This is an optimization exercise on Yosys and OpenROAD, whose aim is small area, not a production implementation.
Function was checked by simulation only, so behaviour that the tests miss may differ from the original.

==> xenon: inputs <==
==> flow/design.v (excerpt) <==
module wavelet_transform #(
    parameter BITS_PER_ELEM = 8,
    parameter TOTAL_FILTERS = 7,
    parameter SUM_TRUNCATION = 8
) (
    input wire clk,
    input wire rst,
    input wire signed [BITS_PER_ELEM - 1:0] i_value,
    input wire i_data_clk,
    input wire [7:0] i_select_output_channel,
    output wire [SUM_TRUNCATION - 1:0] o_multiplexed_wavelet_out,
    output wire o_active,
    output [8:0] io_oeb
);
==> flow/config.mk <==
export PLATFORM = sky130hd
export DESIGN_NAME = wavelet_transform
export DESIGN_NICKNAME = wavelet_transform
export VERILOG_FILES = /design/flow/design.v
export SDC_FILE = /design/flow/constraint.sdc
export NUM_CORES = 4
export LEC_CHECK = 0
export CAP_MARGIN = 20
export CORE_MARGIN = 2
export CORE_UTILIZATION = 60
export SLEW_MARGIN = 20
==> flow/constraint.sdc <==
create_clock -name core_clock -period 14.0 [get_ports {clk}]
set_input_delay 2.8000 -clock core_clock [delete_from_list [all_inputs] [get_ports {clk}]]
set_output_delay 2.8000 -clock core_clock [all_outputs]
set_load 0.01 [all_outputs]
standard.sh (not shown) runs the stock make flow with config.mk's settings and CLKGATE_MAP_FILE= SYNTH_SCRIPT=/design/flow/synth_recipe.tcl, a recipe that flattens the netlist after the stock synthesis.
==> flow/flow/run.sh <==
#!/bin/bash
# Own flow: the standard synthesis; then fixinv3.py removes the inverters
# synthesis left between cells, mostly around full adders (a full adder is
# self-dual, so some fa cells are flipped to take and give complemented
# signals; some gates are swapped for their inverted-output twins); then
# the standard layout from floorplan to finish on that netlist, with clock
# tree synthesis given the buffer list and sink clustering in flow/cts_args
# and no dummy loads.  Each step's output goes to its own log here.
set -euo pipefail
R=orfs/results/${FLOW_PLATFORM}/wavelet_transform/base
bash standard.sh synth > synth.log 2>&1
cp "$R/1_2_yosys.v" 1_2_yosys.std.v
python3 flow/fixinv3.py 1_2_yosys.std.v "$R/1_2_yosys.v" > fixinv.log 2>&1
rm -f "$R/1_synth.odb" "$R/1_synth.sdc"
CTS="-sink_clustering_enable -repair_clock_nets -dont_use_dummy_load"
if [[ -f flow/cts_args ]]; then CTS="$CTS $(cat flow/cts_args)"; fi
bash standard.sh finish "CTS_ARGS=$CTS" > finish.log 2>&1
==> flow/flow/cts_args <==
-buf_list sky130_fd_sc_hd__clkbuf_8 -sink_clustering_size 15 -sink_clustering_max_diameter 80
Other scripts of this flow, unchanged in this note and not shown: flow/flow/fixinv3.py
==> inputs of maple, as changes to xenon <==
Settings changed: CAP_MARGIN 20 to 10, CORE_UTILIZATION 60 to 70, SLEW_MARGIN 20 to 10.
==> inputs of nickel, as changes to xenon <==
==> flow/flow/cts_args (replaced) <==
-buf_list sky130_fd_sc_hd__clkbuf_4 sky130_fd_sc_hd__clkbuf_8 -sink_clustering_size 15 -sink_clustering_max_diameter 80
Settings changed: CAP_MARGIN 20 to 10, SLEW_MARGIN 20 to 10.
==> metrics.cfg <==
[floorplan]
fp-row-count = 103
die_width_microns = 287
num_io_pins = 37
effective_utilization_at_floorplan = 0.608
die_height_microns = 287

[status]
error_line = [ERROR STA-0564] clock_tree_synthesis positional arguments not supported.
stop_stage = clock tree synthesis
status = aborted with a tool error

[placement]
place.detailed.instances = 4728
gp_congestion = 1.01
portBuffers = 27
place_area_sq_um = 49800
pre_cts_ws_ps = 597
dp.final_hpwl_mm = 122

[yosys]
mappedNetlistArea_sq_um = 48200
postSynthAreaPerCell_sq_um = 12.7

-- figures above: nickel

==> metrics.cfg <==
[placement]
pre_cts_ws_ps = 584
place.detailed.instances = 4729
place_area_sq_um = 49800
portBuffers = 27
dp.final_hpwl_mm = 122
gp_congestion = 1.01

[setup_path]
critical_path.reg2reg.endpoint = acc6[19]

[status]
status = complete, no violations

[floorplan]
fp-row-count = 103
effective_utilization_at_floorplan = 0.608
die_height_microns = 287
num_io_pins = 37

[finish]
signal_buffer_area_fraction = 0.0245
fillerInstances = 6103

[yosys]
mappedNetlistArea_sq_um = 48200
postSynthAreaPerCell_sq_um = 12.7

-- figures above: xenon

==> metrics.cfg <==
[sta]
maxSlewViolCount = 3

[yosys]
postSynthAreaPerCell_sq_um = 12.7

[status]
so_faults = slew limit
status = finished with violations

[placement]
portBuffers = 27
pre_cts_ws_ps = 672

[floorplan]
num_io_pins = 37
effective_utilization_at_floorplan = 0.705
fp-row-count = 96
die_width_microns = 266

-- figures above: maple


* * *

==> inputs of raven <==
wavelet_transform again, from the RTL that the note above started with.
Design wavelet_transform, start of the top module:
module wavelet_transform #(
    parameter BITS_PER_ELEM = 8,
    parameter TOTAL_FILTERS = 7,
    parameter SUM_TRUNCATION = 8
) (
    input wire clk,
    input wire rst,
    input wire signed [BITS_PER_ELEM - 1:0] i_value,
    input wire i_data_clk,
    input wire [7:0] i_select_output_channel,
    output wire [SUM_TRUNCATION - 1:0] o_multiplexed_wavelet_out,
    output wire o_active,
    output [8:0] io_oeb
);
  assign io_oeb = 9'b0;
  reg active;
  assign o_active = active;
  reg dprev, dprev2, ph0, ph1, ph2;
  reg [7:0] mux_out;
  assign o_multiplexed_wavelet_out = mux_out;
  wire capture = i_data_clk & ~dprev & ~dprev2;
  wire phany = ph0 | ph1 | ph2;
  reg [7:0] u0;
  reg [7:0] u1;
  reg [7:0] u2;
  reg [7:0] u3;
  reg [7:0] u4;
  reg [7:0] u5;
  reg [7:0] u6;
  reg [7:0] u7;
  reg [7:0] u8;
  reg [7:0] u9;
  reg [7:0] u10;
  reg [7:0] u11;
  reg [7:0] u12;
  reg [7:0] u13;
  reg [7:0] u14;
  reg [7:0] u15;
  reg [7:0] u16;
  reg [7:0] u17;
  reg [7:0] u18;
  reg [7:0] u19;
  reg [7:0] u20;
  reg [7:0] u21;
  reg [7:0] u22;
  reg [7:0] u23;
  reg [7:0] u24;
  reg [7:0] u25;
  reg [7:0] u26;
  reg [7:0] u27;
  reg [7:0] u28;
  reg [7:0] u29;
  reg [7:0] u30;
  reg [7:0] u31;
  reg [7:0] u32;
  reg [7:0] u33;
  reg [7:0] u34;
  reg [7:0] u35;
  reg [7:0] u36;
  reg [7:0] u37;
  reg [7:0] u38;
  reg [7:0] u39;
  reg [7:0] u40;
  reg [7:0] u41;
  reg [7:0] u42;
  ...
clock: 14.0 ns
lec_check: 0
cap_margin: 10
core_margin: 2
core_utilization: 60
slew_margin: 10
==> flow/flow/cts_args <==
-buf_list {sky130_fd_sc_hd__clkbuf_4 sky130_fd_sc_hd__clkbuf_8} -sink_clustering_size 15 -sink_clustering_max_diameter 80
Scripts as last shown in full above: flow/flow/run.sh
Other scripts of this flow, unchanged in this note and not shown: flow/flow/fixinv3.py
==> inputs of violet, as changes to raven <==
==> flow/flow/cts_args (replaced) <==
-buf_list sky130_fd_sc_hd__clkbuf_8 -sink_clustering_size 15 -sink_clustering_max_diameter 80
--- a/flow/config.mk
+++ b/flow/config.mk
@@ -8,4 +8,4 @@
 export CAP_MARGIN = 10
 export CORE_MARGIN = 2
-export CORE_UTILIZATION = 60
+export CORE_UTILIZATION = 50
 export SLEW_MARGIN = 10
==> inputs of pepper, as changes to raven <==
==> flow/flow/cts_args (replaced) <==
-buf_list sky130_fd_sc_hd__clkbuf_8 -sink_clustering_size 15 -sink_clustering_max_diameter 80
==> comparison table <==
| item | pepper | raven | violet |
|---|---|---|---|
| Outcome | finished clean | finished clean | finished clean |
| Met2 GRT Util | 0.612 | 0.612 | 0.490 |
| Highest metal layer with signal wires | met4 | met4 | met5 |
| Reg2Reg Setup Slack | 0.45 ns | 0.45 ns | 0.56 ns |
| Critical Path Max Stage Delay | 0.99 ns | 0.99 ns | 1.21 ns |
| Die Width | 287 µm | 287 µm | 315 µm |
| Die Area | 82600 µm² | 82600 µm² | 98900 µm² |
| Hold path endpoint | u19[2] | u19[2] | u73[2] |
| Met3 wire length | 11200 µm | 11200 µm | 9530 µm |
| Max frequency | 73.8 MHz | 73.8 MHz | 74.4 MHz |
| First-pass GRT wire length | 224000 µm | 224000 µm | 220000 µm |
| Relative slew margins | 0.112 | 0.112 | 0.0381 |
| Post-Place Cells | 4728 | 4728 | 4960 |
| Final critical delay including setup and external delays | 13.55 ns | 13.55 ns | 13.44 ns |

==> static timing again, ports no longer ideal <==
The results above use ideal ports. As a check the final layouts listed here were re-extracted and re-timed, cells and wires unchanged. Step 1 assumes that a clkbuf_16 drives the clock port and a buf_2 every other input. Step 2 moves the port delays by t, midway between the first and last clock arrival at a register: inputs arrive t later, outputs are due t later. That takes back most of the time a late clock gives input paths. Three values: no drivers, after step 1, after step 2; two values: the first two.
run	shift t [ns]	setup WS [ns]	clock arrival spread, ns	worst register clock-pin slew, ns
xenon	0.742	0.497 / 0.497 / 0.497	0.134 / 0.133	0.11 / 0.11
maple	0.776	0.513 / 0.513 / 0.513	0.131 / 0.130	0.10 / 0.10
raven	0.787	0.454 / 0.454 / 0.454	0.147 / 0.147	0.11 / 0.11
violet	0.772	0.561 / 0.561 / 0.561	0.100 / 0.100	0.11 / 0.11
pepper	0.787	0.454 / 0.454 / 0.454	0.147 / 0.147	0.11 / 0.11
